This design comes from an exercise in tuning for small area, a short achievable clock period and few clock cycles per item on the open sky130 flow, not from production work.
No run shown here included a check of the RTL's function; only the layout flow was run.

==> flow/design.v (outline; a module is shown in full before it is edited, if it fits) <==
// module FP16_MAC_pipeline: 1050 lines
module FP16_MAC_pipeline(
    input [15:0]data_k,
    input [15:0]data_x,
    input [15:0]data_b,
    input rst,
    input input_valid,
    input clk,
    input [1:0]opcode,
    output reg [15:0]data_o,
    output reg output_up,
    output reg [1:0]opcode_o
    );
  // ...
==> flow/run.sh <==
#!/bin/bash
# synth_recipe.tcl (not shown) runs the flow's synth.tcl, then flattens the netlist and writes it again
# the make line also repeats each setting of config.mk as NAME=value (left out here)
make -C /OpenROAD-flow-scripts/flow DESIGN_CONFIG=/design/flow/config.mk WORK_HOME=/design/flow/orfs CLKGATE_MAP_FILE= SYNTH_SCRIPT=/design/flow/synth_recipe.tcl finish
==> flow/config.mk <==
export PLATFORM = sky130hd
export DESIGN_NAME = FP16_MAC_pipeline
export DESIGN_NICKNAME = FP16_MAC_pipeline
export VERILOG_FILES = /design/flow/design.v
export SDC_FILE = /design/flow/constraint.sdc
export NUM_CORES = 4
export LEC_CHECK = 0
export CAP_MARGIN = 20
export CORE_MARGIN = 2
export CORE_UTILIZATION = 40
export SLEW_MARGIN = 20
==> flow/constraint.sdc <==
create_clock -name core_clock -period 6.0 [get_ports {clk}]
set_input_delay 1.2000 -clock core_clock [delete_from_list [all_inputs] [get_ports {clk}]]
set_output_delay 1.2000 -clock core_clock [all_outputs]
set_load 0.01 [all_outputs]
==> impl_metrics.toml, run 1 <==
[global_route]
grt_max_degree = 67
use_met1_pct = 23.2
busiest_layer = "met2"
met2_usage_pct = 32.3
grt_pass1_wl_um = 79800
grt.total_usage_pct = 18.5

[synthesis]
synth_most_common_cell = "dfxtp_1"
synth-xor-area-share_pct = 5.38
synth_compound_area_share_pct = 15.3
synth_edf_count = 0
ys_seq_elements = 423
netlist.area_leader.share_pct = 41.0

[worst_hold_path]
whs_path_depth = 0
hold_path_class = "flip-flop to flip-flop"

[clock_network]
clock_latency_ns = 0.58
cts_resized = 0
post_cts_buffers = 0
cts_tree = "yes"
clock-root-buffer = "clkbuf_16"

[finish]
area_share_nonclk_buffers_pct = 3.71
multi_input_comb_cells = 1564
syn_to_final_growth_pct = 13.2
final-seq-area_um2 = 8470
post-route-util_pct = 45.7

[power]
power.leakage_uw = 0.00981
irDropWorstVdd_mv = 0.244
p_seq_share_pct = 32.5

[floorplan]
die_h_um = 231

[critical_path]
crit_end = "p_r3[19]$_DFF_P_"
cp.depth = 12
cp_slowest_cell = "fa_1"
timing.rr.start = "nbn3_r2$_DFF_P_"
cpPeakStageDelay_ns = 0.53
startpoint = "nbn3_r2$_DFF_P_"

[sta]
fin_crit_sh_pct = 62.9
fin_crit_ns = 3.77

[drt]
drc = 0
viasPerCell = 5.26

[placed_design]
place_area_um2 = 21800

[job]
maxCapViolCount = 0

[run_status]
status = "finished clean"
==> run 2, diff against run 1 <==
--- a/flow/design.v
+++ b/flow/design.v
@@ -36,72 +36,135 @@
     assign mx_0 = {nzx_dec0, x_0[9:0]};
     assign mb_0 = {nzb_dec0, b_0[9:0]};
     assign ek_0 = nzk_dec0 ? k_0[14:10] : {4'd0, |k_0[9:0]};
     assign ex_0 = nzx_dec0 ? x_0[14:10] : {4'd0, |x_0[9:0]};
     assign eb_0 = nzb_dec0 ? b_0[14:10] : {4'd0, |b_0[9:0]};
     assign sp_0 = k_0[15] ^ x_0[15];
     assign sb_0 = b_0[15];
     assign sub_0 = k_0[15] ^ x_0[15] ^ b_0[15];
+    wire bo0_0;
+    wire bt0_0;
+    wire bn0_0;
+    wire bo1_0;
+    wire bt1_0;
+    wire bn1_0;
+    wire bo2_0;
+    wire bt2_0;
+    wire bn2_0;
+    wire bo3_0;
+    wire bt3_0;
+    wire bn3_0;
+    wire bo4_0;
+    wire bt4_0;
+    wire bn4_0;
+    wire bo5_0;
+    wire bt5_0;
+    wire bn5_0;
+    assign bo0_0 = mx_0[0] ^ 1'b0;
+    assign bt0_0 = (mx_0[1] & ~mx_0[0] & ~1'b0) | (~mx_0[1] & mx_0[0] & 1'b0);
+    assign bn0_0 = mx_0[1];
+    assign bo1_0 = mx_0[2] ^ mx_0[1];
+    assign bt1_0 = (mx_0[3] & ~mx_0[2] & ~mx_0[1]) | (~mx_0[3] & mx_0[2] & mx_0[1]);
+    assign bn1_0 = mx_0[3];
+    assign bo2_0 = mx_0[4] ^ mx_0[3];
+    assign bt2_0 = (mx_0[5] & ~mx_0[4] & ~mx_0[3]) | (~mx_0[5] & mx_0[4] & mx_0[3]);
+    assign bn2_0 = mx_0[5];
+    assign bo3_0 = mx_0[6] ^ mx_0[5];
+    assign bt3_0 = (mx_0[7] & ~mx_0[6] & ~mx_0[5]) | (~mx_0[7] & mx_0[6] & mx_0[5]);
+    assign bn3_0 = mx_0[7];
+    assign bo4_0 = mx_0[8] ^ mx_0[7];
+    assign bt4_0 = (mx_0[9] & ~mx_0[8] & ~mx_0[7]) | (~mx_0[9] & mx_0[8] & mx_0[7]);
+    assign bn4_0 = mx_0[9];
+    assign bo5_0 = mx_0[10] ^ mx_0[9];
+    assign bt5_0 = (1'b0 & ~mx_0[10] & ~mx_0[9]) | (~1'b0 & mx_0[10] & mx_0[9]);
+    assign bn5_0 = 1'b0;
+    reg bn0_r1;
+    reg bn1_r1;
+    reg bn2_r1;
+    reg bn3_r1;
+    reg bn4_r1;
+    reg bn5_r1;
+    reg bo0_r1;
+    reg bo1_r1;
+    reg bo2_r1;
+    reg bo3_r1;
+    reg bo4_r1;
+    reg bo5_r1;
+    reg bt0_r1;
+    reg bt1_r1;
+    reg bt2_r1;
+    reg bt3_r1;
+    reg bt4_r1;
+    reg bt5_r1;
     reg [4:0] eb_r1;
     reg [4:0] ek_r1;
     reg [4:0] ex_r1;
     reg [10:0] mb_r1;
     reg [10:0] mk_r1;
-    reg [10:0] mx_r1;
     reg [1:0] op_r1;
     reg sb_r1;
     reg sp_r1;
     reg sub_r1;
     reg v_r1;
     always @(posedge clk) begin
+        bn0_r1 <= bn0_0;
+        bn1_r1 <= bn1_0;
+        bn2_r1 <= bn2_0;
+        bn3_r1 <= bn3_0;
+        bn4_r1 <= bn4_0;
+        bn5_r1 <= bn5_0;
+        bo0_r1 <= bo0_0;
+        bo1_r1 <= bo1_0;
+        bo2_r1 <= bo2_0;
+        bo3_r1 <= bo3_0;
+        bo4_r1 <= bo4_0;
+        bo5_r1 <= bo5_0;
+        bt0_r1 <= bt0_0;
+        bt1_r1 <= bt1_0;
+        bt2_r1 <= bt2_0;
+        bt3_r1 <= bt3_0;
+        bt4_r1 <= bt4_0;
+        bt5_r1 <= bt5_0;
         eb_r1 <= eb_0;
         ek_r1 <= ek_0;
         ex_r1 <= ex_0;
         mb_r1 <= mb_0;
         mk_r1 <= mk_0;
-        mx_r1 <= mx_0;
         op_r1 <= op_0;
         sb_r1 <= sb_0;
         sp_r1 <= sp_0;
         sub_r1 <= sub_0;
         v_r1 <= v_0 & ~rst;
     end
-    wire [6:0] e0_1;
-    assign e0_1 = {2'b00, ek_r1} + {2'b00, ex_r1} - 7'd15;
     wire pp0_0_1;
-    wire nbn0_1;
     wire pp0_1_1;
     wire pp0_2_1;
     wire pp1_0_1;
-    wire nbn1_1;
     wire pp0_3_1;
     wire pp1_1_1;
     wire pp0_4_1;
     wire pp1_2_1;
     wire pp2_0_1;
-    wire nbn2_1;
     wire pp0_5_1;
     wire pp1_3_1;
     wire pp2_1_1;
     wire pp0_6_1;
     wire pp1_4_1;
     wire pp2_2_1;
     wire pp3_0_1;
-    wire nbn3_1;
     wire pp0_7_1;
     wire pp1_5_1;
     wire pp2_3_1;
     wire pp3_1_1;
     wire pp0_8_1;
     wire pp1_6_1;
     wire pp2_4_1;
     wire pp3_2_1;
     wire pp4_0_1;
-    wire nbn4_1;
     wire pp0_9_1;
     wire pp1_7_1;
     wire pp2_5_1;
     wire pp3_3_1;
     wire pp4_1_1;
     wire pp0_10_1;
     wire pp1_8_1;
     wire pp2_6_1;
@@ -144,116 +207,95 @@
     wire ps3_1;
     wire pp4_10_1;
     wire pp5_8_1;
     wire pp4_11_1;
     wire pp5_9_1;
     wire ps4_1;
     wire pp5_10_1;
     wire pp5_11_1;
-    wire bo0_ppg1 = mx_r1[0] ^ 1'b0;
-    wire bt0_ppg1 = (mx_r1[1] & ~mx_r1[0] & ~1'b0) | (~mx_r1[1] & mx_r1[0] & 1'b0);
-    wire bn0_ppg1 = mx_r1[1];
-    assign pp0_0_1 = ((bo0_ppg1 & mk_r1[0]) | (bt0_ppg1 & 1'b0)) ^ bn0_ppg1;
-    assign pp0_1_1 = ((bo0_ppg1 & mk_r1[1]) | (bt0_ppg1 & mk_r1[0])) ^ bn0_ppg1;
-    assign pp0_2_1 = ((bo0_ppg1 & mk_r1[2]) | (bt0_ppg1 & mk_r1[1])) ^ bn0_ppg1;
-    assign pp0_3_1 = ((bo0_ppg1 & mk_r1[3]) | (bt0_ppg1 & mk_r1[2])) ^ bn0_ppg1;
-    assign pp0_4_1 = ((bo0_ppg1 & mk_r1[4]) | (bt0_ppg1 & mk_r1[3])) ^ bn0_ppg1;
-    assign pp0_5_1 = ((bo0_ppg1 & mk_r1[5]) | (bt0_ppg1 & mk_r1[4])) ^ bn0_ppg1;
-    assign pp0_6_1 = ((bo0_ppg1 & mk_r1[6]) | (bt0_ppg1 & mk_r1[5])) ^ bn0_ppg1;
-    assign pp0_7_1 = ((bo0_ppg1 & mk_r1[7]) | (bt0_ppg1 & mk_r1[6])) ^ bn0_ppg1;
-    assign pp0_8_1 = ((bo0_ppg1 & mk_r1[8]) | (bt0_ppg1 & mk_r1[7])) ^ bn0_ppg1;
-    assign pp0_9_1 = ((bo0_ppg1 & mk_r1[9]) | (bt0_ppg1 & mk_r1[8])) ^ bn0_ppg1;
-    assign pp0_10_1 = ((bo0_ppg1 & mk_r1[10]) | (bt0_ppg1 & mk_r1[9])) ^ bn0_ppg1;
-    assign pp0_11_1 = ((bo0_ppg1 & 1'b0) | (bt0_ppg1 & mk_r1[10])) ^ bn0_ppg1;
-    assign ps0_1 = ~bn0_ppg1;
-    wire bo1_ppg1 = mx_r1[2] ^ mx_r1[1];
-    wire bt1_ppg1 = (mx_r1[3] & ~mx_r1[2] & ~mx_r1[1]) | (~mx_r1[3] & mx_r1[2] & mx_r1[1]);
-    wire bn1_ppg1 = mx_r1[3];
-    assign pp1_0_1 = ((bo1_ppg1 & mk_r1[0]) | (bt1_ppg1 & 1'b0)) ^ bn1_ppg1;
-    assign pp1_1_1 = ((bo1_ppg1 & mk_r1[1]) | (bt1_ppg1 & mk_r1[0])) ^ bn1_ppg1;
-    assign pp1_2_1 = ((bo1_ppg1 & mk_r1[2]) | (bt1_ppg1 & mk_r1[1])) ^ bn1_ppg1;
-    assign pp1_3_1 = ((bo1_ppg1 & mk_r1[3]) | (bt1_ppg1 & mk_r1[2])) ^ bn1_ppg1;
-    assign pp1_4_1 = ((bo1_ppg1 & mk_r1[4]) | (bt1_ppg1 & mk_r1[3])) ^ bn1_ppg1;
-    assign pp1_5_1 = ((bo1_ppg1 & mk_r1[5]) | (bt1_ppg1 & mk_r1[4])) ^ bn1_ppg1;
-    assign pp1_6_1 = ((bo1_ppg1 & mk_r1[6]) | (bt1_ppg1 & mk_r1[5])) ^ bn1_ppg1;
-    assign pp1_7_1 = ((bo1_ppg1 & mk_r1[7]) | (bt1_ppg1 & mk_r1[6])) ^ bn1_ppg1;
-    assign pp1_8_1 = ((bo1_ppg1 & mk_r1[8]) | (bt1_ppg1 & mk_r1[7])) ^ bn1_ppg1;
-    assign pp1_9_1 = ((bo1_ppg1 & mk_r1[9]) | (bt1_ppg1 & mk_r1[8])) ^ bn1_ppg1;
-    assign pp1_10_1 = ((bo1_ppg1 & mk_r1[10]) | (bt1_ppg1 & mk_r1[9])) ^ bn1_ppg1;
-    assign pp1_11_1 = ((bo1_ppg1 & 1'b0) | (bt1_ppg1 & mk_r1[10])) ^ bn1_ppg1;
-    assign ps1_1 = ~bn1_ppg1;
-    wire bo2_ppg1 = mx_r1[4] ^ mx_r1[3];
-    wire bt2_ppg1 = (mx_r1[5] & ~mx_r1[4] & ~mx_r1[3]) | (~mx_r1[5] & mx_r1[4] & mx_r1[3]);
-    wire bn2_ppg1 = mx_r1[5];
-    assign pp2_0_1 = ((bo2_ppg1 & mk_r1[0]) | (bt2_ppg1 & 1'b0)) ^ bn2_ppg1;
-    assign pp2_1_1 = ((bo2_ppg1 & mk_r1[1]) | (bt2_ppg1 & mk_r1[0])) ^ bn2_ppg1;
-    assign pp2_2_1 = ((bo2_ppg1 & mk_r1[2]) | (bt2_ppg1 & mk_r1[1])) ^ bn2_ppg1;
-    assign pp2_3_1 = ((bo2_ppg1 & mk_r1[3]) | (bt2_ppg1 & mk_r1[2])) ^ bn2_ppg1;
-    assign pp2_4_1 = ((bo2_ppg1 & mk_r1[4]) | (bt2_ppg1 & mk_r1[3])) ^ bn2_ppg1;
-    assign pp2_5_1 = ((bo2_ppg1 & mk_r1[5]) | (bt2_ppg1 & mk_r1[4])) ^ bn2_ppg1;
-    assign pp2_6_1 = ((bo2_ppg1 & mk_r1[6]) | (bt2_ppg1 & mk_r1[5])) ^ bn2_ppg1;
-    assign pp2_7_1 = ((bo2_ppg1 & mk_r1[7]) | (bt2_ppg1 & mk_r1[6])) ^ bn2_ppg1;
-    assign pp2_8_1 = ((bo2_ppg1 & mk_r1[8]) | (bt2_ppg1 & mk_r1[7])) ^ bn2_ppg1;
-    assign pp2_9_1 = ((bo2_ppg1 & mk_r1[9]) | (bt2_ppg1 & mk_r1[8])) ^ bn2_ppg1;
-    assign pp2_10_1 = ((bo2_ppg1 & mk_r1[10]) | (bt2_ppg1 & mk_r1[9])) ^ bn2_ppg1;
-    assign pp2_11_1 = ((bo2_ppg1 & 1'b0) | (bt2_ppg1 & mk_r1[10])) ^ bn2_ppg1;
-    assign ps2_1 = ~bn2_ppg1;
-    wire bo3_ppg1 = mx_r1[6] ^ mx_r1[5];
-    wire bt3_ppg1 = (mx_r1[7] & ~mx_r1[6] & ~mx_r1[5]) | (~mx_r1[7] & mx_r1[6] & mx_r1[5]);
-    wire bn3_ppg1 = mx_r1[7];
-    assign pp3_0_1 = ((bo3_ppg1 & mk_r1[0]) | (bt3_ppg1 & 1'b0)) ^ bn3_ppg1;
-    assign pp3_1_1 = ((bo3_ppg1 & mk_r1[1]) | (bt3_ppg1 & mk_r1[0])) ^ bn3_ppg1;
-    assign pp3_2_1 = ((bo3_ppg1 & mk_r1[2]) | (bt3_ppg1 & mk_r1[1])) ^ bn3_ppg1;
-    assign pp3_3_1 = ((bo3_ppg1 & mk_r1[3]) | (bt3_ppg1 & mk_r1[2])) ^ bn3_ppg1;
-    assign pp3_4_1 = ((bo3_ppg1 & mk_r1[4]) | (bt3_ppg1 & mk_r1[3])) ^ bn3_ppg1;
-    assign pp3_5_1 = ((bo3_ppg1 & mk_r1[5]) | (bt3_ppg1 & mk_r1[4])) ^ bn3_ppg1;
-    assign pp3_6_1 = ((bo3_ppg1 & mk_r1[6]) | (bt3_ppg1 & mk_r1[5])) ^ bn3_ppg1;
-    assign pp3_7_1 = ((bo3_ppg1 & mk_r1[7]) | (bt3_ppg1 & mk_r1[6])) ^ bn3_ppg1;
-    assign pp3_8_1 = ((bo3_ppg1 & mk_r1[8]) | (bt3_ppg1 & mk_r1[7])) ^ bn3_ppg1;
-    assign pp3_9_1 = ((bo3_ppg1 & mk_r1[9]) | (bt3_ppg1 & mk_r1[8])) ^ bn3_ppg1;
-    assign pp3_10_1 = ((bo3_ppg1 & mk_r1[10]) | (bt3_ppg1 & mk_r1[9])) ^ bn3_ppg1;
-    assign pp3_11_1 = ((bo3_ppg1 & 1'b0) | (bt3_ppg1 & mk_r1[10])) ^ bn3_ppg1;
-    assign ps3_1 = ~bn3_ppg1;
-    wire bo4_ppg1 = mx_r1[8] ^ mx_r1[7];
-    wire bt4_ppg1 = (mx_r1[9] & ~mx_r1[8] & ~mx_r1[7]) | (~mx_r1[9] & mx_r1[8] & mx_r1[7]);
-    wire bn4_ppg1 = mx_r1[9];
-    assign pp4_0_1 = ((bo4_ppg1 & mk_r1[0]) | (bt4_ppg1 & 1'b0)) ^ bn4_ppg1;
-    assign pp4_1_1 = ((bo4_ppg1 & mk_r1[1]) | (bt4_ppg1 & mk_r1[0])) ^ bn4_ppg1;
-    assign pp4_2_1 = ((bo4_ppg1 & mk_r1[2]) | (bt4_ppg1 & mk_r1[1])) ^ bn4_ppg1;
-    assign pp4_3_1 = ((bo4_ppg1 & mk_r1[3]) | (bt4_ppg1 & mk_r1[2])) ^ bn4_ppg1;
-    assign pp4_4_1 = ((bo4_ppg1 & mk_r1[4]) | (bt4_ppg1 & mk_r1[3])) ^ bn4_ppg1;
-    assign pp4_5_1 = ((bo4_ppg1 & mk_r1[5]) | (bt4_ppg1 & mk_r1[4])) ^ bn4_ppg1;
-    assign pp4_6_1 = ((bo4_ppg1 & mk_r1[6]) | (bt4_ppg1 & mk_r1[5])) ^ bn4_ppg1;
-    assign pp4_7_1 = ((bo4_ppg1 & mk_r1[7]) | (bt4_ppg1 & mk_r1[6])) ^ bn4_ppg1;
-    assign pp4_8_1 = ((bo4_ppg1 & mk_r1[8]) | (bt4_ppg1 & mk_r1[7])) ^ bn4_ppg1;
-    assign pp4_9_1 = ((bo4_ppg1 & mk_r1[9]) | (bt4_ppg1 & mk_r1[8])) ^ bn4_ppg1;
-    assign pp4_10_1 = ((bo4_ppg1 & mk_r1[10]) | (bt4_ppg1 & mk_r1[9])) ^ bn4_ppg1;
-    assign pp4_11_1 = ((bo4_ppg1 & 1'b0) | (bt4_ppg1 & mk_r1[10])) ^ bn4_ppg1;
-    assign ps4_1 = ~bn4_ppg1;
-    wire bo5_ppg1 = mx_r1[10] ^ mx_r1[9];
-    wire bt5_ppg1 = (1'b0 & ~mx_r1[10] & ~mx_r1[9]) | (~1'b0 & mx_r1[10] & mx_r1[9]);
-    wire bn5_ppg1 = 1'b0;
-    assign pp5_0_1 = ((bo5_ppg1 & mk_r1[0]) | (bt5_ppg1 & 1'b0)) ^ bn5_ppg1;
-    assign pp5_1_1 = ((bo5_ppg1 & mk_r1[1]) | (bt5_ppg1 & mk_r1[0])) ^ bn5_ppg1;
-    assign pp5_2_1 = ((bo5_ppg1 & mk_r1[2]) | (bt5_ppg1 & mk_r1[1])) ^ bn5_ppg1;
-    assign pp5_3_1 = ((bo5_ppg1 & mk_r1[3]) | (bt5_ppg1 & mk_r1[2])) ^ bn5_ppg1;
-    assign pp5_4_1 = ((bo5_ppg1 & mk_r1[4]) | (bt5_ppg1 & mk_r1[3])) ^ bn5_ppg1;
-    assign pp5_5_1 = ((bo5_ppg1 & mk_r1[5]) | (bt5_ppg1 & mk_r1[4])) ^ bn5_ppg1;
-    assign pp5_6_1 = ((bo5_ppg1 & mk_r1[6]) | (bt5_ppg1 & mk_r1[5])) ^ bn5_ppg1;
-    assign pp5_7_1 = ((bo5_ppg1 & mk_r1[7]) | (bt5_ppg1 & mk_r1[6])) ^ bn5_ppg1;
-    assign pp5_8_1 = ((bo5_ppg1 & mk_r1[8]) | (bt5_ppg1 & mk_r1[7])) ^ bn5_ppg1;
-    assign pp5_9_1 = ((bo5_ppg1 & mk_r1[9]) | (bt5_ppg1 & mk_r1[8])) ^ bn5_ppg1;
-    assign pp5_10_1 = ((bo5_ppg1 & mk_r1[10]) | (bt5_ppg1 & mk_r1[9])) ^ bn5_ppg1;
-    assign pp5_11_1 = ((bo5_ppg1 & 1'b0) | (bt5_ppg1 & mk_r1[10])) ^ bn5_ppg1;
-    assign nbn0_1 = bn0_ppg1;
-    assign nbn1_1 = bn1_ppg1;
-    assign nbn2_1 = bn2_ppg1;
-    assign nbn3_1 = bn3_ppg1;
-    assign nbn4_1 = bn4_ppg1;
+    assign pp0_0_1 = ((bo0_r1 & mk_r1[0]) | (bt0_r1 & 1'b0)) ^ bn0_r1;
+    assign pp0_1_1 = ((bo0_r1 & mk_r1[1]) | (bt0_r1 & mk_r1[0])) ^ bn0_r1;
+    assign pp0_2_1 = ((bo0_r1 & mk_r1[2]) | (bt0_r1 & mk_r1[1])) ^ bn0_r1;
+    assign pp0_3_1 = ((bo0_r1 & mk_r1[3]) | (bt0_r1 & mk_r1[2])) ^ bn0_r1;
+    assign pp0_4_1 = ((bo0_r1 & mk_r1[4]) | (bt0_r1 & mk_r1[3])) ^ bn0_r1;
+    assign pp0_5_1 = ((bo0_r1 & mk_r1[5]) | (bt0_r1 & mk_r1[4])) ^ bn0_r1;
+    assign pp0_6_1 = ((bo0_r1 & mk_r1[6]) | (bt0_r1 & mk_r1[5])) ^ bn0_r1;
+    assign pp0_7_1 = ((bo0_r1 & mk_r1[7]) | (bt0_r1 & mk_r1[6])) ^ bn0_r1;
+    assign pp0_8_1 = ((bo0_r1 & mk_r1[8]) | (bt0_r1 & mk_r1[7])) ^ bn0_r1;
+    assign pp0_9_1 = ((bo0_r1 & mk_r1[9]) | (bt0_r1 & mk_r1[8])) ^ bn0_r1;
+    assign pp0_10_1 = ((bo0_r1 & mk_r1[10]) | (bt0_r1 & mk_r1[9])) ^ bn0_r1;
+    assign pp0_11_1 = ((bo0_r1 & 1'b0) | (bt0_r1 & mk_r1[10])) ^ bn0_r1;
+    assign ps0_1 = ~bn0_r1;
+    assign pp1_0_1 = ((bo1_r1 & mk_r1[0]) | (bt1_r1 & 1'b0)) ^ bn1_r1;
+    assign pp1_1_1 = ((bo1_r1 & mk_r1[1]) | (bt1_r1 & mk_r1[0])) ^ bn1_r1;
+    assign pp1_2_1 = ((bo1_r1 & mk_r1[2]) | (bt1_r1 & mk_r1[1])) ^ bn1_r1;
+    assign pp1_3_1 = ((bo1_r1 & mk_r1[3]) | (bt1_r1 & mk_r1[2])) ^ bn1_r1;
+    assign pp1_4_1 = ((bo1_r1 & mk_r1[4]) | (bt1_r1 & mk_r1[3])) ^ bn1_r1;
+    assign pp1_5_1 = ((bo1_r1 & mk_r1[5]) | (bt1_r1 & mk_r1[4])) ^ bn1_r1;
+    assign pp1_6_1 = ((bo1_r1 & mk_r1[6]) | (bt1_r1 & mk_r1[5])) ^ bn1_r1;
+    assign pp1_7_1 = ((bo1_r1 & mk_r1[7]) | (bt1_r1 & mk_r1[6])) ^ bn1_r1;
+    assign pp1_8_1 = ((bo1_r1 & mk_r1[8]) | (bt1_r1 & mk_r1[7])) ^ bn1_r1;
+    assign pp1_9_1 = ((bo1_r1 & mk_r1[9]) | (bt1_r1 & mk_r1[8])) ^ bn1_r1;
+    assign pp1_10_1 = ((bo1_r1 & mk_r1[10]) | (bt1_r1 & mk_r1[9])) ^ bn1_r1;
+    assign pp1_11_1 = ((bo1_r1 & 1'b0) | (bt1_r1 & mk_r1[10])) ^ bn1_r1;
+    assign ps1_1 = ~bn1_r1;
+    assign pp2_0_1 = ((bo2_r1 & mk_r1[0]) | (bt2_r1 & 1'b0)) ^ bn2_r1;
+    assign pp2_1_1 = ((bo2_r1 & mk_r1[1]) | (bt2_r1 & mk_r1[0])) ^ bn2_r1;
+    assign pp2_2_1 = ((bo2_r1 & mk_r1[2]) | (bt2_r1 & mk_r1[1])) ^ bn2_r1;
+    assign pp2_3_1 = ((bo2_r1 & mk_r1[3]) | (bt2_r1 & mk_r1[2])) ^ bn2_r1;
+    assign pp2_4_1 = ((bo2_r1 & mk_r1[4]) | (bt2_r1 & mk_r1[3])) ^ bn2_r1;
+    assign pp2_5_1 = ((bo2_r1 & mk_r1[5]) | (bt2_r1 & mk_r1[4])) ^ bn2_r1;
+    assign pp2_6_1 = ((bo2_r1 & mk_r1[6]) | (bt2_r1 & mk_r1[5])) ^ bn2_r1;
+    assign pp2_7_1 = ((bo2_r1 & mk_r1[7]) | (bt2_r1 & mk_r1[6])) ^ bn2_r1;
+    assign pp2_8_1 = ((bo2_r1 & mk_r1[8]) | (bt2_r1 & mk_r1[7])) ^ bn2_r1;
+    assign pp2_9_1 = ((bo2_r1 & mk_r1[9]) | (bt2_r1 & mk_r1[8])) ^ bn2_r1;
+    assign pp2_10_1 = ((bo2_r1 & mk_r1[10]) | (bt2_r1 & mk_r1[9])) ^ bn2_r1;
+    assign pp2_11_1 = ((bo2_r1 & 1'b0) | (bt2_r1 & mk_r1[10])) ^ bn2_r1;
+    assign ps2_1 = ~bn2_r1;
+    assign pp3_0_1 = ((bo3_r1 & mk_r1[0]) | (bt3_r1 & 1'b0)) ^ bn3_r1;
+    assign pp3_1_1 = ((bo3_r1 & mk_r1[1]) | (bt3_r1 & mk_r1[0])) ^ bn3_r1;
+    assign pp3_2_1 = ((bo3_r1 & mk_r1[2]) | (bt3_r1 & mk_r1[1])) ^ bn3_r1;
+    assign pp3_3_1 = ((bo3_r1 & mk_r1[3]) | (bt3_r1 & mk_r1[2])) ^ bn3_r1;
+    assign pp3_4_1 = ((bo3_r1 & mk_r1[4]) | (bt3_r1 & mk_r1[3])) ^ bn3_r1;
+    assign pp3_5_1 = ((bo3_r1 & mk_r1[5]) | (bt3_r1 & mk_r1[4])) ^ bn3_r1;
+    assign pp3_6_1 = ((bo3_r1 & mk_r1[6]) | (bt3_r1 & mk_r1[5])) ^ bn3_r1;
+    assign pp3_7_1 = ((bo3_r1 & mk_r1[7]) | (bt3_r1 & mk_r1[6])) ^ bn3_r1;
+    assign pp3_8_1 = ((bo3_r1 & mk_r1[8]) | (bt3_r1 & mk_r1[7])) ^ bn3_r1;
+    assign pp3_9_1 = ((bo3_r1 & mk_r1[9]) | (bt3_r1 & mk_r1[8])) ^ bn3_r1;
+    assign pp3_10_1 = ((bo3_r1 & mk_r1[10]) | (bt3_r1 & mk_r1[9])) ^ bn3_r1;
+    assign pp3_11_1 = ((bo3_r1 & 1'b0) | (bt3_r1 & mk_r1[10])) ^ bn3_r1;
+    assign ps3_1 = ~bn3_r1;
+    assign pp4_0_1 = ((bo4_r1 & mk_r1[0]) | (bt4_r1 & 1'b0)) ^ bn4_r1;
+    assign pp4_1_1 = ((bo4_r1 & mk_r1[1]) | (bt4_r1 & mk_r1[0])) ^ bn4_r1;
+    assign pp4_2_1 = ((bo4_r1 & mk_r1[2]) | (bt4_r1 & mk_r1[1])) ^ bn4_r1;
+    assign pp4_3_1 = ((bo4_r1 & mk_r1[3]) | (bt4_r1 & mk_r1[2])) ^ bn4_r1;
+    assign pp4_4_1 = ((bo4_r1 & mk_r1[4]) | (bt4_r1 & mk_r1[3])) ^ bn4_r1;
+    assign pp4_5_1 = ((bo4_r1 & mk_r1[5]) | (bt4_r1 & mk_r1[4])) ^ bn4_r1;
+    assign pp4_6_1 = ((bo4_r1 & mk_r1[6]) | (bt4_r1 & mk_r1[5])) ^ bn4_r1;
+    assign pp4_7_1 = ((bo4_r1 & mk_r1[7]) | (bt4_r1 & mk_r1[6])) ^ bn4_r1;
+    assign pp4_8_1 = ((bo4_r1 & mk_r1[8]) | (bt4_r1 & mk_r1[7])) ^ bn4_r1;
+    assign pp4_9_1 = ((bo4_r1 & mk_r1[9]) | (bt4_r1 & mk_r1[8])) ^ bn4_r1;
+    assign pp4_10_1 = ((bo4_r1 & mk_r1[10]) | (bt4_r1 & mk_r1[9])) ^ bn4_r1;
+    assign pp4_11_1 = ((bo4_r1 & 1'b0) | (bt4_r1 & mk_r1[10])) ^ bn4_r1;
+    assign ps4_1 = ~bn4_r1;
+    assign pp5_0_1 = ((bo5_r1 & mk_r1[0]) | (bt5_r1 & 1'b0)) ^ bn5_r1;
+    assign pp5_1_1 = ((bo5_r1 & mk_r1[1]) | (bt5_r1 & mk_r1[0])) ^ bn5_r1;
+    assign pp5_2_1 = ((bo5_r1 & mk_r1[2]) | (bt5_r1 & mk_r1[1])) ^ bn5_r1;
+    assign pp5_3_1 = ((bo5_r1 & mk_r1[3]) | (bt5_r1 & mk_r1[2])) ^ bn5_r1;
+    assign pp5_4_1 = ((bo5_r1 & mk_r1[4]) | (bt5_r1 & mk_r1[3])) ^ bn5_r1;
+    assign pp5_5_1 = ((bo5_r1 & mk_r1[5]) | (bt5_r1 & mk_r1[4])) ^ bn5_r1;
+    assign pp5_6_1 = ((bo5_r1 & mk_r1[6]) | (bt5_r1 & mk_r1[5])) ^ bn5_r1;
+    assign pp5_7_1 = ((bo5_r1 & mk_r1[7]) | (bt5_r1 & mk_r1[6])) ^ bn5_r1;
+    assign pp5_8_1 = ((bo5_r1 & mk_r1[8]) | (bt5_r1 & mk_r1[7])) ^ bn5_r1;
+    assign pp5_9_1 = ((bo5_r1 & mk_r1[9]) | (bt5_r1 & mk_r1[8])) ^ bn5_r1;
+    assign pp5_10_1 = ((bo5_r1 & mk_r1[10]) | (bt5_r1 & mk_r1[9])) ^ bn5_r1;
+    assign pp5_11_1 = ((bo5_r1 & 1'b0) | (bt5_r1 & mk_r1[10])) ^ bn5_r1;
+    wire [6:0] e0_1;
+    assign e0_1 = {2'b00, ek_r1} + {2'b00, ex_r1} - 7'd15;
     wire hs1_1;
     wire hc2_1;
     wire hs3_1;
     wire hc4_1;
     assign hs1_1 = ps0_1 ^ pp1_10_1;
     assign hc2_1 = ps0_1 & pp1_10_1;
     assign hs3_1 = pp1_11_1 ^ pp2_9_1;
     assign hc4_1 = pp1_11_1 & pp2_9_1;
@@ -332,322 +374,266 @@
     assign fs37_1 = pp2_11_1 ^ pp3_9_1 ^ pp4_7_1;
     assign fc38_1 = (pp2_11_1 & pp3_9_1) | (pp2_11_1 & pp4_7_1) | (pp3_9_1 & pp4_7_1);
     assign hs39_1 = pp5_5_1 ^ 1'b1;
     assign hc40_1 = pp5_5_1 & 1'b1;
     assign fs41_1 = ps2_1 ^ pp3_10_1 ^ pp4_8_1;
     assign fc42_1 = (ps2_1 & pp3_10_1) | (ps2_1 & pp4_8_1) | (pp3_10_1 & pp4_8_1);
     assign hs43_1 = pp3_11_1 ^ pp4_9_1;
     assign hc44_1 = pp3_11_1 & pp4_9_1;
+    wire hs45_1;
+    wire hc46_1;
+    wire hs47_1;
+    wire hc48_1;
+    wire fs49_1;
+    wire fc50_1;
+    wire fs51_1;
+    wire fc52_1;
+    wire fs53_1;
+    wire fc54_1;
+    wire fs55_1;
+    wire fc56_1;
+    wire fs57_1;
+    wire fc58_1;
+    wire fs59_1;
+    wire fc60_1;
+    wire fs61_1;
+    wire fc62_1;
+    wire fs63_1;
+    wire fc64_1;
+    wire fs65_1;
+    wire fc66_1;
+    wire fs67_1;
+    wire fc68_1;
+    wire fs69_1;
+    wire fc70_1;
+    wire fs71_1;
+    wire fc72_1;
+    wire fs73_1;
+    wire fc74_1;
+    wire hs75_1;
+    wire hc76_1;
+    assign hs45_1 = pp0_4_1 ^ pp1_2_1;
+    assign hc46_1 = pp0_4_1 & pp1_2_1;
+    assign hs47_1 = pp0_5_1 ^ pp1_3_1;
+    assign hc48_1 = pp0_5_1 & pp1_3_1;
+    assign fs49_1 = pp2_2_1 ^ pp3_0_1 ^ bn3_r1;
+    assign fc50_1 = (pp2_2_1 & pp3_0_1) | (pp2_2_1 & bn3_r1) | (pp3_0_1 & bn3_r1);
+    assign fs51_1 = pp2_3_1 ^ pp3_1_1 ^ hs7_1;
+    assign fc52_1 = (pp2_3_1 & pp3_1_1) | (pp2_3_1 & hs7_1) | (pp3_1_1 & hs7_1);
+    assign fs53_1 = bn4_r1 ^ fs9_1 ^ hs11_1;
+    assign fc54_1 = (bn4_r1 & fs9_1) | (bn4_r1 & hs11_1) | (fs9_1 & hs11_1);
+    assign fs55_1 = fs13_1 ^ hs15_1 ^ fc10_1;
+    assign fc56_1 = (fs13_1 & hs15_1) | (fs13_1 & fc10_1) | (hs15_1 & fc10_1);
+    assign fs57_1 = fs17_1 ^ fs19_1 ^ fc14_1;
+    assign fc58_1 = (fs17_1 & fs19_1) | (fs17_1 & fc14_1) | (fs19_1 & fc14_1);
+    assign fs59_1 = fs21_1 ^ fs23_1 ^ fc18_1;
+    assign fc60_1 = (fs21_1 & fs23_1) | (fs21_1 & fc18_1) | (fs23_1 & fc18_1);
+    assign fs61_1 = fs25_1 ^ fs27_1 ^ fc22_1;
+    assign fc62_1 = (fs25_1 & fs27_1) | (fs25_1 & fc22_1) | (fs27_1 & fc22_1);
+    assign fs63_1 = fs29_1 ^ fs31_1 ^ fc26_1;
+    assign fc64_1 = (fs29_1 & fs31_1) | (fs29_1 & fc26_1) | (fs31_1 & fc26_1);
+    assign fs65_1 = fs33_1 ^ fs35_1 ^ fc30_1;
+    assign fc66_1 = (fs33_1 & fs35_1) | (fs33_1 & fc30_1) | (fs35_1 & fc30_1);
+    assign fs67_1 = fs37_1 ^ hs39_1 ^ fc34_1;
+    assign fc68_1 = (fs37_1 & hs39_1) | (fs37_1 & fc34_1) | (hs39_1 & fc34_1);
+    assign fs69_1 = pp5_6_1 ^ fs41_1 ^ fc38_1;
+    assign fc70_1 = (pp5_6_1 & fs41_1) | (pp5_6_1 & fc38_1) | (fs41_1 & fc38_1);
+    assign fs71_1 = pp5_7_1 ^ 1'b1 ^ hs43_1;
+    assign fc72_1 = (pp5_7_1 & 1'b1) | (pp5_7_1 & hs43_1) | (1'b1 & hs43_1);
+    assign fs73_1 = ps3_1 ^ pp4_10_1 ^ pp5_8_1;
+    assign fc74_1 = (ps3_1 & pp4_10_1) | (ps3_1 & pp5_8_1) | (pp4_10_1 & pp5_8_1);
+    assign hs75_1 = pp4_11_1 ^ pp5_9_1;
+    assign hc76_1 = pp4_11_1 & pp5_9_1;
+    wire hs77_1;
+    wire hc78_1;
+    wire hs79_1;
+    wire hc80_1;
+    wire fs81_1;
+    wire fc82_1;
+    wire fs83_1;
+    wire fc84_1;
+    wire fs85_1;
+    wire fc86_1;
+    wire fs87_1;
+    wire fc88_1;
+    wire fs89_1;
+    wire fc90_1;
+    wire fs91_1;
+    wire fc92_1;
+    wire fs93_1;
+    wire fc94_1;
+    wire fs95_1;
+    wire fc96_1;
+    wire fs97_1;
+    wire fc98_1;
+    wire fs99_1;
+    wire fc100_1;
+    wire fs101_1;
+    wire fc102_1;
+    wire fs103_1;
+    wire fc104_1;
+    wire fs105_1;
+    wire fc106_1;
+    wire fs107_1;
+    wire fc108_1;
+    wire fs109_1;
+    wire fc110_1;
+    wire fs111_1;
+    wire fc112_1;
+    wire fs113_1;
+    wire fc114_1;
+    wire hs115_1;
+    wire hc116_1;
+    assign hs77_1 = pp0_2_1 ^ pp1_0_1;
+    assign hc78_1 = pp0_2_1 & pp1_0_1;
+    assign hs79_1 = pp0_3_1 ^ pp1_1_1;
+    assign hc80_1 = pp0_3_1 & pp1_1_1;
+    assign fs81_1 = pp2_0_1 ^ bn2_r1 ^ hs45_1;
+    assign fc82_1 = (pp2_0_1 & bn2_r1) | (pp2_0_1 & hs45_1) | (bn2_r1 & hs45_1);
+    assign fs83_1 = pp2_1_1 ^ hs47_1 ^ hc46_1;
+    assign fc84_1 = (pp2_1_1 & hs47_1) | (pp2_1_1 & hc46_1) | (hs47_1 & hc46_1);
+    assign fs85_1 = hs5_1 ^ fs49_1 ^ hc48_1;
+    assign fc86_1 = (hs5_1 & fs49_1) | (hs5_1 & hc48_1) | (fs49_1 & hc48_1);
+    assign fs87_1 = hc6_1 ^ fs51_1 ^ fc50_1;
+    assign fc88_1 = (hc6_1 & fs51_1) | (hc6_1 & fc50_1) | (fs51_1 & fc50_1);
+    assign fs89_1 = hc8_1 ^ fs53_1 ^ fc52_1;
+    assign fc90_1 = (hc8_1 & fs53_1) | (hc8_1 & fc52_1) | (fs53_1 & fc52_1);
+    assign fs91_1 = hc12_1 ^ fs55_1 ^ fc54_1;
+    assign fc92_1 = (hc12_1 & fs55_1) | (hc12_1 & fc54_1) | (fs55_1 & fc54_1);
+    assign fs93_1 = hc16_1 ^ fs57_1 ^ fc56_1;
+    assign fc94_1 = (hc16_1 & fs57_1) | (hc16_1 & fc56_1) | (fs57_1 & fc56_1);
+    assign fs95_1 = fc20_1 ^ fs59_1 ^ fc58_1;
+    assign fc96_1 = (fc20_1 & fs59_1) | (fc20_1 & fc58_1) | (fs59_1 & fc58_1);
+    assign fs97_1 = fc24_1 ^ fs61_1 ^ fc60_1;
+    assign fc98_1 = (fc24_1 & fs61_1) | (fc24_1 & fc60_1) | (fs61_1 & fc60_1);
+    assign fs99_1 = fc28_1 ^ fs63_1 ^ fc62_1;
+    assign fc100_1 = (fc28_1 & fs63_1) | (fc28_1 & fc62_1) | (fs63_1 & fc62_1);
+    assign fs101_1 = fc32_1 ^ fs65_1 ^ fc64_1;
+    assign fc102_1 = (fc32_1 & fs65_1) | (fc32_1 & fc64_1) | (fs65_1 & fc64_1);
+    assign fs103_1 = fc36_1 ^ fs67_1 ^ fc66_1;
+    assign fc104_1 = (fc36_1 & fs67_1) | (fc36_1 & fc66_1) | (fs67_1 & fc66_1);
+    assign fs105_1 = hc40_1 ^ fs69_1 ^ fc68_1;
+    assign fc106_1 = (hc40_1 & fs69_1) | (hc40_1 & fc68_1) | (fs69_1 & fc68_1);
+    assign fs107_1 = fc42_1 ^ fs71_1 ^ fc70_1;
+    assign fc108_1 = (fc42_1 & fs71_1) | (fc42_1 & fc70_1) | (fs71_1 & fc70_1);
+    assign fs109_1 = hc44_1 ^ fs73_1 ^ fc72_1;
+    assign fc110_1 = (hc44_1 & fs73_1) | (hc44_1 & fc72_1) | (fs73_1 & fc72_1);
+    assign fs111_1 = 1'b1 ^ hs75_1 ^ fc74_1;
+    assign fc112_1 = (1'b1 & hs75_1) | (1'b1 & fc74_1) | (hs75_1 & fc74_1);
+    assign fs113_1 = ps4_1 ^ pp5_10_1 ^ hc76_1;
+    assign fc114_1 = (ps4_1 & pp5_10_1) | (ps4_1 & hc76_1) | (pp5_10_1 & hc76_1);
+    assign hs115_1 = pp5_11_1 ^ 1'b1;
+    assign hc116_1 = pp5_11_1 & 1'b1;
+    reg bn0_r2;
+    reg bn1_r2;
     reg [6:0] e0_r2;
     reg [4:0] eb_r2;
-    reg fc10_r2;
-    reg fc14_r2;
-    reg fc18_r2;
-    reg fc20_r2;
-    reg fc22_r2;
-    reg fc24_r2;
-    reg fc26_r2;
-    reg fc28_r2;
-    reg fc30_r2;
-    reg fc32_r2;
-    reg fc34_r2;
-    reg fc36_r2;
-    reg fc38_r2;
-    reg fc42_r2;
-    reg fs13_r2;
-    reg fs17_r2;
-    reg fs19_r2;
-    reg fs21_r2;
-    reg fs23_r2;
-    reg fs25_r2;
-    reg fs27_r2;
-    reg fs29_r2;
-    reg fs31_r2;
-    reg fs33_r2;
-    reg fs35_r2;
-    reg fs37_r2;
-    reg fs41_r2;
-    reg fs9_r2;
-    reg hc12_r2;
-    reg hc16_r2;
-    reg hc40_r2;
-    reg hc44_r2;
-    reg hc6_r2;
-    reg hc8_r2;
-    reg hs11_r2;
-    reg hs15_r2;
-    reg hs39_r2;
-    reg hs43_r2;
-    reg hs5_r2;
-    reg hs7_r2;
+    reg fc100_r2;
+    reg fc102_r2;
+    reg fc104_r2;
+    reg fc106_r2;
+    reg fc108_r2;
+    reg fc110_r2;
+    reg fc112_r2;
+    reg fc114_r2;
+    reg fc82_r2;
+    reg fc84_r2;
+    reg fc86_r2;
+    reg fc88_r2;
+    reg fc90_r2;
+    reg fc92_r2;
+    reg fc94_r2;
+    reg fc96_r2;
+    reg fc98_r2;
+    reg fs101_r2;
+    reg fs103_r2;
+    reg fs105_r2;
+    reg fs107_r2;
+    reg fs109_r2;
+    reg fs111_r2;
+    reg fs113_r2;
+    reg fs81_r2;
+    reg fs83_r2;
+    reg fs85_r2;
+    reg fs87_r2;
+    reg fs89_r2;
+    reg fs91_r2;
+    reg fs93_r2;
+    reg fs95_r2;
+    reg fs97_r2;
+    reg fs99_r2;
+    reg hc78_r2;
+    reg hc80_r2;
+    reg hs115_r2;
+    reg hs77_r2;
+    reg hs79_r2;
     reg [10:0] mb_r2;
-    reg nbn0_r2;
-    reg nbn1_r2;
-    reg nbn2_r2;
-    reg nbn3_r2;
-    reg nbn4_r2;
     reg [1:0] op_r2;
     reg pp0_0_r2;
     reg pp0_1_r2;
-    reg pp0_2_r2;
-    reg pp0_3_r2;
-    reg pp0_4_r2;
-    reg pp0_5_r2;
-    reg pp1_0_r2;
-    reg pp1_1_r2;
-    reg pp1_2_r2;
-    reg pp1_3_r2;
-    reg pp2_0_r2;
-    reg pp2_1_r2;
-    reg pp2_2_r2;
-    reg pp2_3_r2;
-    reg pp3_0_r2;
-    reg pp3_1_r2;
-    reg pp4_10_r2;
-    reg pp4_11_r2;
-    reg pp5_10_r2;
-    reg pp5_11_r2;
-    reg pp5_6_r2;
-    reg pp5_7_r2;
-    reg pp5_8_r2;
-    reg pp5_9_r2;
-    reg ps3_r2;
-    reg ps4_r2;
     reg sb_r2;
     reg sp_r2;
     reg sub_r2;
     reg v_r2;
     always @(posedge clk) begin
+        bn0_r2 <= bn0_r1;
+        bn1_r2 <= bn1_r1;
         e0_r2 <= e0_1;
         eb_r2 <= eb_r1;
-        fc10_r2 <= fc10_1;
-        fc14_r2 <= fc14_1;
-        fc18_r2 <= fc18_1;
-        fc20_r2 <= fc20_1;
-        fc22_r2 <= fc22_1;
-        fc24_r2 <= fc24_1;
-        fc26_r2 <= fc26_1;
-        fc28_r2 <= fc28_1;
-        fc30_r2 <= fc30_1;
-        fc32_r2 <= fc32_1;
-        fc34_r2 <= fc34_1;
-        fc36_r2 <= fc36_1;
-        fc38_r2 <= fc38_1;
-        fc42_r2 <= fc42_1;
-        fs13_r2 <= fs13_1;
-        fs17_r2 <= fs17_1;
-        fs19_r2 <= fs19_1;
-        fs21_r2 <= fs21_1;
-        fs23_r2 <= fs23_1;
-        fs25_r2 <= fs25_1;
-        fs27_r2 <= fs27_1;
-        fs29_r2 <= fs29_1;
-        fs31_r2 <= fs31_1;
-        fs33_r2 <= fs33_1;
-        fs35_r2 <= fs35_1;
-        fs37_r2 <= fs37_1;
-        fs41_r2 <= fs41_1;
-        fs9_r2 <= fs9_1;
-        hc12_r2 <= hc12_1;
-        hc16_r2 <= hc16_1;
-        hc40_r2 <= hc40_1;
-        hc44_r2 <= hc44_1;
-        hc6_r2 <= hc6_1;
-        hc8_r2 <= hc8_1;
-        hs11_r2 <= hs11_1;
-        hs15_r2 <= hs15_1;
-        hs39_r2 <= hs39_1;
-        hs43_r2 <= hs43_1;
-        hs5_r2 <= hs5_1;
-        hs7_r2 <= hs7_1;
+        fc100_r2 <= fc100_1;
+        fc102_r2 <= fc102_1;
+        fc104_r2 <= fc104_1;
+        fc106_r2 <= fc106_1;
+        fc108_r2 <= fc108_1;
+        fc110_r2 <= fc110_1;
+        fc112_r2 <= fc112_1;
+        fc114_r2 <= fc114_1;
+        fc82_r2 <= fc82_1;
+        fc84_r2 <= fc84_1;
+        fc86_r2 <= fc86_1;
+        fc88_r2 <= fc88_1;
+        fc90_r2 <= fc90_1;
+        fc92_r2 <= fc92_1;
+        fc94_r2 <= fc94_1;
+        fc96_r2 <= fc96_1;
+        fc98_r2 <= fc98_1;
+        fs101_r2 <= fs101_1;
+        fs103_r2 <= fs103_1;
+        fs105_r2 <= fs105_1;
+        fs107_r2 <= fs107_1;
+        fs109_r2 <= fs109_1;
+        fs111_r2 <= fs111_1;
+        fs113_r2 <= fs113_1;
+        fs81_r2 <= fs81_1;
+        fs83_r2 <= fs83_1;
+        fs85_r2 <= fs85_1;
+        fs87_r2 <= fs87_1;
+        fs89_r2 <= fs89_1;
+        fs91_r2 <= fs91_1;
+        fs93_r2 <= fs93_1;
+        fs95_r2 <= fs95_1;
+        fs97_r2 <= fs97_1;
+        fs99_r2 <= fs99_1;
+        hc78_r2 <= hc78_1;
+        hc80_r2 <= hc80_1;
+        hs115_r2 <= hs115_1;
+        hs77_r2 <= hs77_1;
+        hs79_r2 <= hs79_1;
         mb_r2 <= mb_r1;
-        nbn0_r2 <= nbn0_1;
-        nbn1_r2 <= nbn1_1;
-        nbn2_r2 <= nbn2_1;
-        nbn3_r2 <= nbn3_1;
-        nbn4_r2 <= nbn4_1;
         op_r2 <= op_r1;
         pp0_0_r2 <= pp0_0_1;
         pp0_1_r2 <= pp0_1_1;
-        pp0_2_r2 <= pp0_2_1;
-        pp0_3_r2 <= pp0_3_1;
-        pp0_4_r2 <= pp0_4_1;
-        pp0_5_r2 <= pp0_5_1;
-        pp1_0_r2 <= pp1_0_1;
-        pp1_1_r2 <= pp1_1_1;
-        pp1_2_r2 <= pp1_2_1;
-        pp1_3_r2 <= pp1_3_1;
-        pp2_0_r2 <= pp2_0_1;
-        pp2_1_r2 <= pp2_1_1;
-        pp2_2_r2 <= pp2_2_1;
-        pp2_3_r2 <= pp2_3_1;
-        pp3_0_r2 <= pp3_0_1;
-        pp3_1_r2 <= pp3_1_1;
-        pp4_10_r2 <= pp4_10_1;
-        pp4_11_r2 <= pp4_11_1;
-        pp5_10_r2 <= pp5_10_1;
-        pp5_11_r2 <= pp5_11_1;
-        pp5_6_r2 <= pp5_6_1;
-        pp5_7_r2 <= pp5_7_1;
-        pp5_8_r2 <= pp5_8_1;
-        pp5_9_r2 <= pp5_9_1;
-        ps3_r2 <= ps3_1;
-        ps4_r2 <= ps4_1;
         sb_r2 <= sb_r1;
         sp_r2 <= sp_r1;
         sub_r2 <= sub_r1;
         v_r2 <= v_r1 & ~rst;
     end
-    wire hs45_2;
-    wire hc46_2;
-    wire hs47_2;
-    wire hc48_2;
-    wire fs49_2;
-    wire fc50_2;
-    wire fs51_2;
-    wire fc52_2;
-    wire fs53_2;
-    wire fc54_2;
-    wire fs55_2;
-    wire fc56_2;
-    wire fs57_2;
-    wire fc58_2;
-    wire fs59_2;
-    wire fc60_2;
-    wire fs61_2;
-    wire fc62_2;
-    wire fs63_2;
-    wire fc64_2;
-    wire fs65_2;
-    wire fc66_2;
-    wire fs67_2;
-    wire fc68_2;
-    wire fs69_2;
-    wire fc70_2;
-    wire fs71_2;
-    wire fc72_2;
-    wire fs73_2;
-    wire fc74_2;
-    wire hs75_2;
-    wire hc76_2;
-    assign hs45_2 = pp0_4_r2 ^ pp1_2_r2;
-    assign hc46_2 = pp0_4_r2 & pp1_2_r2;
-    assign hs47_2 = pp0_5_r2 ^ pp1_3_r2;
-    assign hc48_2 = pp0_5_r2 & pp1_3_r2;
-    assign fs49_2 = pp2_2_r2 ^ pp3_0_r2 ^ nbn3_r2;
-    assign fc50_2 = (pp2_2_r2 & pp3_0_r2) | (pp2_2_r2 & nbn3_r2) | (pp3_0_r2 & nbn3_r2);
-    assign fs51_2 = pp2_3_r2 ^ pp3_1_r2 ^ hs7_r2;
-    assign fc52_2 = (pp2_3_r2 & pp3_1_r2) | (pp2_3_r2 & hs7_r2) | (pp3_1_r2 & hs7_r2);
-    assign fs53_2 = nbn4_r2 ^ fs9_r2 ^ hs11_r2;
-    assign fc54_2 = (nbn4_r2 & fs9_r2) | (nbn4_r2 & hs11_r2) | (fs9_r2 & hs11_r2);
-    assign fs55_2 = fs13_r2 ^ hs15_r2 ^ fc10_r2;
-    assign fc56_2 = (fs13_r2 & hs15_r2) | (fs13_r2 & fc10_r2) | (hs15_r2 & fc10_r2);
-    assign fs57_2 = fs17_r2 ^ fs19_r2 ^ fc14_r2;
-    assign fc58_2 = (fs17_r2 & fs19_r2) | (fs17_r2 & fc14_r2) | (fs19_r2 & fc14_r2);
-    assign fs59_2 = fs21_r2 ^ fs23_r2 ^ fc18_r2;
-    assign fc60_2 = (fs21_r2 & fs23_r2) | (fs21_r2 & fc18_r2) | (fs23_r2 & fc18_r2);
-    assign fs61_2 = fs25_r2 ^ fs27_r2 ^ fc22_r2;
-    assign fc62_2 = (fs25_r2 & fs27_r2) | (fs25_r2 & fc22_r2) | (fs27_r2 & fc22_r2);
-    assign fs63_2 = fs29_r2 ^ fs31_r2 ^ fc26_r2;
-    assign fc64_2 = (fs29_r2 & fs31_r2) | (fs29_r2 & fc26_r2) | (fs31_r2 & fc26_r2);
-    assign fs65_2 = fs33_r2 ^ fs35_r2 ^ fc30_r2;
-    assign fc66_2 = (fs33_r2 & fs35_r2) | (fs33_r2 & fc30_r2) | (fs35_r2 & fc30_r2);
-    assign fs67_2 = fs37_r2 ^ hs39_r2 ^ fc34_r2;
-    assign fc68_2 = (fs37_r2 & hs39_r2) | (fs37_r2 & fc34_r2) | (hs39_r2 & fc34_r2);
-    assign fs69_2 = pp5_6_r2 ^ fs41_r2 ^ fc38_r2;
-    assign fc70_2 = (pp5_6_r2 & fs41_r2) | (pp5_6_r2 & fc38_r2) | (fs41_r2 & fc38_r2);
-    assign fs71_2 = pp5_7_r2 ^ 1'b1 ^ hs43_r2;
-    assign fc72_2 = (pp5_7_r2 & 1'b1) | (pp5_7_r2 & hs43_r2) | (1'b1 & hs43_r2);
-    assign fs73_2 = ps3_r2 ^ pp4_10_r2 ^ pp5_8_r2;
-    assign fc74_2 = (ps3_r2 & pp4_10_r2) | (ps3_r2 & pp5_8_r2) | (pp4_10_r2 & pp5_8_r2);
-    assign hs75_2 = pp4_11_r2 ^ pp5_9_r2;
-    assign hc76_2 = pp4_11_r2 & pp5_9_r2;
-    wire hs77_2;
-    wire hc78_2;
-    wire hs79_2;
-    wire hc80_2;
-    wire fs81_2;
-    wire fc82_2;
-    wire fs83_2;
-    wire fc84_2;
-    wire fs85_2;
-    wire fc86_2;
-    wire fs87_2;
-    wire fc88_2;
-    wire fs89_2;
-    wire fc90_2;
-    wire fs91_2;
-    wire fc92_2;
-    wire fs93_2;
-    wire fc94_2;
-    wire fs95_2;
-    wire fc96_2;
-    wire fs97_2;
-    wire fc98_2;
-    wire fs99_2;
-    wire fc100_2;
-    wire fs101_2;
-    wire fc102_2;
-    wire fs103_2;
-    wire fc104_2;
-    wire fs105_2;
-    wire fc106_2;
-    wire fs107_2;
-    wire fc108_2;
-    wire fs109_2;
-    wire fc110_2;
-    wire fs111_2;
-    wire fc112_2;
-    wire fs113_2;
-    wire fc114_2;
-    wire hs115_2;
-    wire hc116_2;
-    assign hs77_2 = pp0_2_r2 ^ pp1_0_r2;
-    assign hc78_2 = pp0_2_r2 & pp1_0_r2;
-    assign hs79_2 = pp0_3_r2 ^ pp1_1_r2;
-    assign hc80_2 = pp0_3_r2 & pp1_1_r2;
-    assign fs81_2 = pp2_0_r2 ^ nbn2_r2 ^ hs45_2;
-    assign fc82_2 = (pp2_0_r2 & nbn2_r2) | (pp2_0_r2 & hs45_2) | (nbn2_r2 & hs45_2);
-    assign fs83_2 = pp2_1_r2 ^ hs47_2 ^ hc46_2;
-    assign fc84_2 = (pp2_1_r2 & hs47_2) | (pp2_1_r2 & hc46_2) | (hs47_2 & hc46_2);
-    assign fs85_2 = hs5_r2 ^ fs49_2 ^ hc48_2;
-    assign fc86_2 = (hs5_r2 & fs49_2) | (hs5_r2 & hc48_2) | (fs49_2 & hc48_2);
-    assign fs87_2 = hc6_r2 ^ fs51_2 ^ fc50_2;
-    assign fc88_2 = (hc6_r2 & fs51_2) | (hc6_r2 & fc50_2) | (fs51_2 & fc50_2);
-    assign fs89_2 = hc8_r2 ^ fs53_2 ^ fc52_2;
-    assign fc90_2 = (hc8_r2 & fs53_2) | (hc8_r2 & fc52_2) | (fs53_2 & fc52_2);
-    assign fs91_2 = hc12_r2 ^ fs55_2 ^ fc54_2;
-    assign fc92_2 = (hc12_r2 & fs55_2) | (hc12_r2 & fc54_2) | (fs55_2 & fc54_2);
-    assign fs93_2 = hc16_r2 ^ fs57_2 ^ fc56_2;
-    assign fc94_2 = (hc16_r2 & fs57_2) | (hc16_r2 & fc56_2) | (fs57_2 & fc56_2);
-    assign fs95_2 = fc20_r2 ^ fs59_2 ^ fc58_2;
-    assign fc96_2 = (fc20_r2 & fs59_2) | (fc20_r2 & fc58_2) | (fs59_2 & fc58_2);
-    assign fs97_2 = fc24_r2 ^ fs61_2 ^ fc60_2;
-    assign fc98_2 = (fc24_r2 & fs61_2) | (fc24_r2 & fc60_2) | (fs61_2 & fc60_2);
-    assign fs99_2 = fc28_r2 ^ fs63_2 ^ fc62_2;
-    assign fc100_2 = (fc28_r2 & fs63_2) | (fc28_r2 & fc62_2) | (fs63_2 & fc62_2);
-    assign fs101_2 = fc32_r2 ^ fs65_2 ^ fc64_2;
-    assign fc102_2 = (fc32_r2 & fs65_2) | (fc32_r2 & fc64_2) | (fs65_2 & fc64_2);
-    assign fs103_2 = fc36_r2 ^ fs67_2 ^ fc66_2;
-    assign fc104_2 = (fc36_r2 & fs67_2) | (fc36_r2 & fc66_2) | (fs67_2 & fc66_2);
-    assign fs105_2 = hc40_r2 ^ fs69_2 ^ fc68_2;
-    assign fc106_2 = (hc40_r2 & fs69_2) | (hc40_r2 & fc68_2) | (fs69_2 & fc68_2);
-    assign fs107_2 = fc42_r2 ^ fs71_2 ^ fc70_2;
-    assign fc108_2 = (fc42_r2 & fs71_2) | (fc42_r2 & fc70_2) | (fs71_2 & fc70_2);
-    assign fs109_2 = hc44_r2 ^ fs73_2 ^ fc72_2;
-    assign fc110_2 = (hc44_r2 & fs73_2) | (hc44_r2 & fc72_2) | (fs73_2 & fc72_2);
-    assign fs111_2 = 1'b1 ^ hs75_2 ^ fc74_2;
-    assign fc112_2 = (1'b1 & hs75_2) | (1'b1 & fc74_2) | (hs75_2 & fc74_2);
-    assign fs113_2 = ps4_r2 ^ pp5_10_r2 ^ hc76_2;
-    assign fc114_2 = (ps4_r2 & pp5_10_r2) | (ps4_r2 & hc76_2) | (pp5_10_r2 & hc76_2);
-    assign hs115_2 = pp5_11_r2 ^ 1'b1;
-    assign hc116_2 = pp5_11_r2 & 1'b1;
     wire [21:0] p_2;
-    assign p_2 = {hs115_2, fs113_2, fs111_2, fs109_2, fs107_2, fs105_2, fs103_2, fs101_2, fs99_2, fs97_2, fs95_2, fs93_2, fs91_2, fs89_2, fs87_2, fs85_2, fs83_2, fs81_2, hs79_2, nbn1_r2, pp0_1_r2, pp0_0_r2} + {fc114_2, fc112_2, fc110_2, fc108_2, fc106_2, fc104_2, fc102_2, fc100_2, fc98_2, fc96_2, fc94_2, fc92_2, fc90_2, fc88_2, fc86_2, fc84_2, fc82_2, hc80_2, hc78_2, hs77_2, 1'b0, nbn0_r2};
+    assign p_2 = {hs115_r2, fs113_r2, fs111_r2, fs109_r2, fs107_r2, fs105_r2, fs103_r2, fs101_r2, fs99_r2, fs97_r2, fs95_r2, fs93_r2, fs91_r2, fs89_r2, fs87_r2, fs85_r2, fs83_r2, fs81_r2, hs79_r2, bn1_r2, pp0_1_r2, pp0_0_r2} + {fc114_r2, fc112_r2, fc110_r2, fc108_r2, fc106_r2, fc104_r2, fc102_r2, fc100_r2, fc98_r2, fc96_r2, fc94_r2, fc92_r2, fc90_r2, fc88_r2, fc86_r2, fc84_r2, fc82_r2, hc80_r2, hc78_r2, hs77_r2, 1'b0, bn0_r2};
     wire [6:0] dd_2;
     wire [4:0] ad_2;
     wire dpos_2;
     wire dz_2;
     wire bA_2;
     wire eA_2;
     wire bB_2;
     wire eB_2;
==> flow/config.mk (replaced) <==
export PLATFORM = sky130hd
export DESIGN_NAME = FP16_MAC_pipeline
export DESIGN_NICKNAME = FP16_MAC_pipeline
export VERILOG_FILES = /design/flow/design.v
export SDC_FILE = /design/flow/constraint.sdc
export NUM_CORES = 4
export LEC_CHECK = 0
export CAP_MARGIN = 20
export CORE_MARGIN = 2
export CORE_UTILIZATION = 65
export SETUP_SLACK_MARGIN = 4.0
export SLEW_MARGIN = 20
==> run 2 against run 1 <==
- count of clock-buffer cells in the layout shrank 8
- synthesized cell count shrank 11%
- register-to-register slack gained 0.87 ns
- first-iteration DRC count grew 110%
- still clean
- hold slack gained 0.0039 ns
- die area shrank 42%
- critical endpoint is now a_r5[29]$_DFF_P_
==> impl_metrics.toml, run 2 <==
[run_status]
status = "finished clean"

[floorplan]
die_h_um = 177
die_area_um2 = 31300
initial_core_util_pct = 65.7
die_width_um = 177
fp-row-count = 63
io_pins = 72
core-area_um2 = 29600

[finish]
drive_gt1_share_pct = 34.8
layout_common_cells = "dfxtp_1, nand2_1, buf_4"
fin_nets = 2409
top_regs = "a_r5: 34 flops, a_r6: 34 flops, lo_r4: 32 flops"
syn_to_final_growth_pct = 34.2
final_common_cell = "dfxtp_1"
nFillCells = 1238

[synthesis]
synth_cell_type_count = 82
netlist.area_leader.share_pct = 41.4
yosysSeqAreaShare_pct = 41.4
avgSynthCellArea_um2 = 9.70
async_flop_share_pct = 0
synth_edf_count = 0
yosys_warnings = 1
ys.flop_type = "dfxtp_1"
synth_area_um2 = 19400
ys_seq_elements = 401
ys_top_cells_by_area = "dfxtp_1, ha_1, xnor2_1, fa_1, mux2i_1"
synth_fp_nets = 2197
ys_top_cells_by_count = "dfxtp_1, nand2_1, nor2_1"
synth_top_area_cell = "dfxtp_1"
synth_most_common_cell = "dfxtp_1"
syn_inst = 2002

[sta]
finClkSkew_ns = 0.0137
hold_violations = 0
max_freq_mhz = 345
rsz0062_at_grt = "yes"
slew_viol_final = 0
fin_crit_sh_pct = 48.3
setup_viol = 0
finalSetupTns_ns = 0
fin_crit_ns = 2.90
worst_pin_slew_ns = 1.10
max_slew_margin_pct = 25.8

[clock_network]
clock-root-buffer = "clkbuf_16"
cts_tree = "yes"
cts-hold-fix-buffers = 0
htreeDepth = 2
clock_latency_ns = 0.54
cts_sinks = 401
path_clk_slew_ns = 0.07
cts_buffers = 40
cts_max_path_buffers = 3

[power]
irDropWorstVdd_mv = 0.292
power.leakage_uw = 0.0106
fin_total_pwr_uw = 17600
powerDensity_nw_per_um2 = 675

[drt]
drc = 0
wl_per_cell_um = 25.9
ant_nets = 0
wirelength_um = 68300
viasPerCell = 6.70
drtIter0Drc = 2019
routed-via-count = 17700
drt_pass1_iterations = 8

[placed_design]
dp_hpwl_um = 34300
port_buffers = 71
gp_congestion = 0.971

[critical_path]
crit_fanout = 6
critical_path_arrival_ns = 3.33
worstSetupStartpointType = "flip-flop"
setup.worst_path.class = "flip-flop to flip-flop"
crit_path_end_kind = "flip-flop"
worstPathRequired_ns = 6.43

[global_route]
overflow = 0
grt_max_degree = 45
grt.total_usage_pct = 34.8
grt_pass1_vias = 16400
antenna_found_initial = 1
grt_pass1_wl_um = 86100

[worst_hold_path]
hold_path_class = "flip-flop to flip-flop"

[job]
maxCapViolCount = 0
[run 2: cell count changes in the layout (fill, tap and decap cells not counted), moves of 47 or more]
cell / change
buf_4: +108
nand2_1: -99
buf_6: +65
mux2i_1: -47
o21ai_0: -64
dfxtp_1: -87
a21oi_1: -113
[run 2: worst paths after layout]
path | start | endpoint | slack [ns] | depth (start not counted)
worst max register to register | hi_r4[10]$_DFF_P_ | a_r5[29]$_DFF_P_ | 3.10 | 12
worst max-delay path | hi_r4[10]$_DFF_P_ | a_r5[29]$_DFF_P_ | 3.10 | 12
worst min register to register | a_r5[5]$_DFF_P_ | a_r6[5]$_DFF_P_ | 0.33 | 0
worst min-delay path | a_r5[5]$_DFF_P_ | a_r6[5]$_DFF_P_ | 0.33 | 0
[run 2: final cells by class]
| type | instances | area [um^2] | area share [%] |
|---|---|---|---|
| multi-input combinational | 1390 | 12900 | 49.6 |
| clock inverter | 16 | 236 | 0.908 |
| timing repair inverter | 2 | 15.0 | 0.0576 |
| timing repair buffer | 272 | 2540 | 9.76 |
| antenna | 2 | 5.00 | 0.0192 |
| inverter | 107 | 445 | 1.71 |
| clock buffer | 56 | 1190 | 4.58 |
| sequential | 401 | 8210 | 31.5 |
| tap | 390 | 488 | 1.87 |
[run 2: cell families (layout without fill, tap and decap cells)]
group / count (synthesis) / count (layout) / share of synthesized area, %
compound gates: 416 / 421 / 14.6
xor+xnor: 178 / 178 / 8.03
fa+ha+maj: 142 / 142 / 10.9
buf+inv: 218 / 453 / 4.41
flops: 401 / 401 / 41.4
mux: 119 / 119 / 7.58
other cells: 0 / 2 / 0
simple gates: 528 / 530 / 13.1
[run 2: timing repair]
action / CTS / global route
buffers inserted: 127 / 68
cloned: 9 / 2
pin swaps: 124 / 138
endpoints found under the setup margin: 171 / 164
hold endpoints to repair: 0 / 0
resized for setup: 439 / 237
[run 2: routing by layer]
layer / vias up / share of wire, % / track usage (%) / routed length, um
met5: - / 0 / 0 / 0
li1: 7443 / - / - / -
met4: 0 / 9.6 / 17.4 / 6530
met3: 542 / 7.8 / 4.68 / 5320
met2: 1239 / 49 / 64.5 / 33300
met1: 8438 / 34 / 38.9 / 23100
[run 2: critical path, cell delays in order, from the launching register on]
cell and delay (ns):
dfxtp_1 0.38, ha_4 0.25, a21oi_2 0.23, o21bai_4 0.11, a221oi_4 0.37, o211ai_4 0.16, buf_6 0.16, a211oi_4 0.24
buf_6 0.17, buf_6 0.11, o21ai_4 0.10, o211ai_1 0.29, xnor2_1 0.20
[run 2: through the flow]
| step | util [%] | setup WS [ns] | hold slack, ns | cells | instance area, um^2 |
|---|---|---|---|---|---|
| final | 88.2 | 3.10 | 0.326 | 2636 | 26100 |
| after global routing | 88.1 | 3.05 | 0.324 | 2634 | 26100 |
| after CTS | 82.6 | 3.17 | 0.320 | 2564 | 24400 |
| after detailed placement | 69.9 | 2.49 | 0.312 | 2356 | 20700 |
| after global placement | 69.9 | 2.58 | 0.311 | 2356 | 20700 |
| after floorplan | - | 3.18 | 0.310 | 2002 | 20200 |
[run 2: report_power, final]
group	switching (uW)	internal [uW]	total, uW
combinational	5520	4600	10100
clock	1110	1610	2720
sequential	1050	3690	4740

[what the ideal ports hide]
The flow's constraints put no driver on any port. The routed layouts listed below were extracted and timed again, unchanged, in two steps. Step 1 assumes that a clkbuf_16 drives the clock port and a buf_2 every other input. Step 2 adds t to the input delays and takes it off the output delays; t is the mean of the earliest and latest rising clock arrival at the registers after step 1. Input paths then give back, and output paths get back, about the clock's delay inside the block. Three values: ideal, step 1, step 2; two values: the first two.
| run | t, ns | setup WS [ns] | clock arrival spread, ns | worst data-port slew with drivers (ns) | cell pins on the clock port's net |
|---|---|---|---|---|---|
| run 1 | 0.628 | 2.228 / 2.228 / 2.228 | 0.026 / 0.026 | 0.05 | 1 |
| run 2 | 0.599 | 3.101 / 3.101 / 3.101 | 0.017 / 0.017 | 0.05 | 1 |
After both steps setup and hold are still met in every run listed.
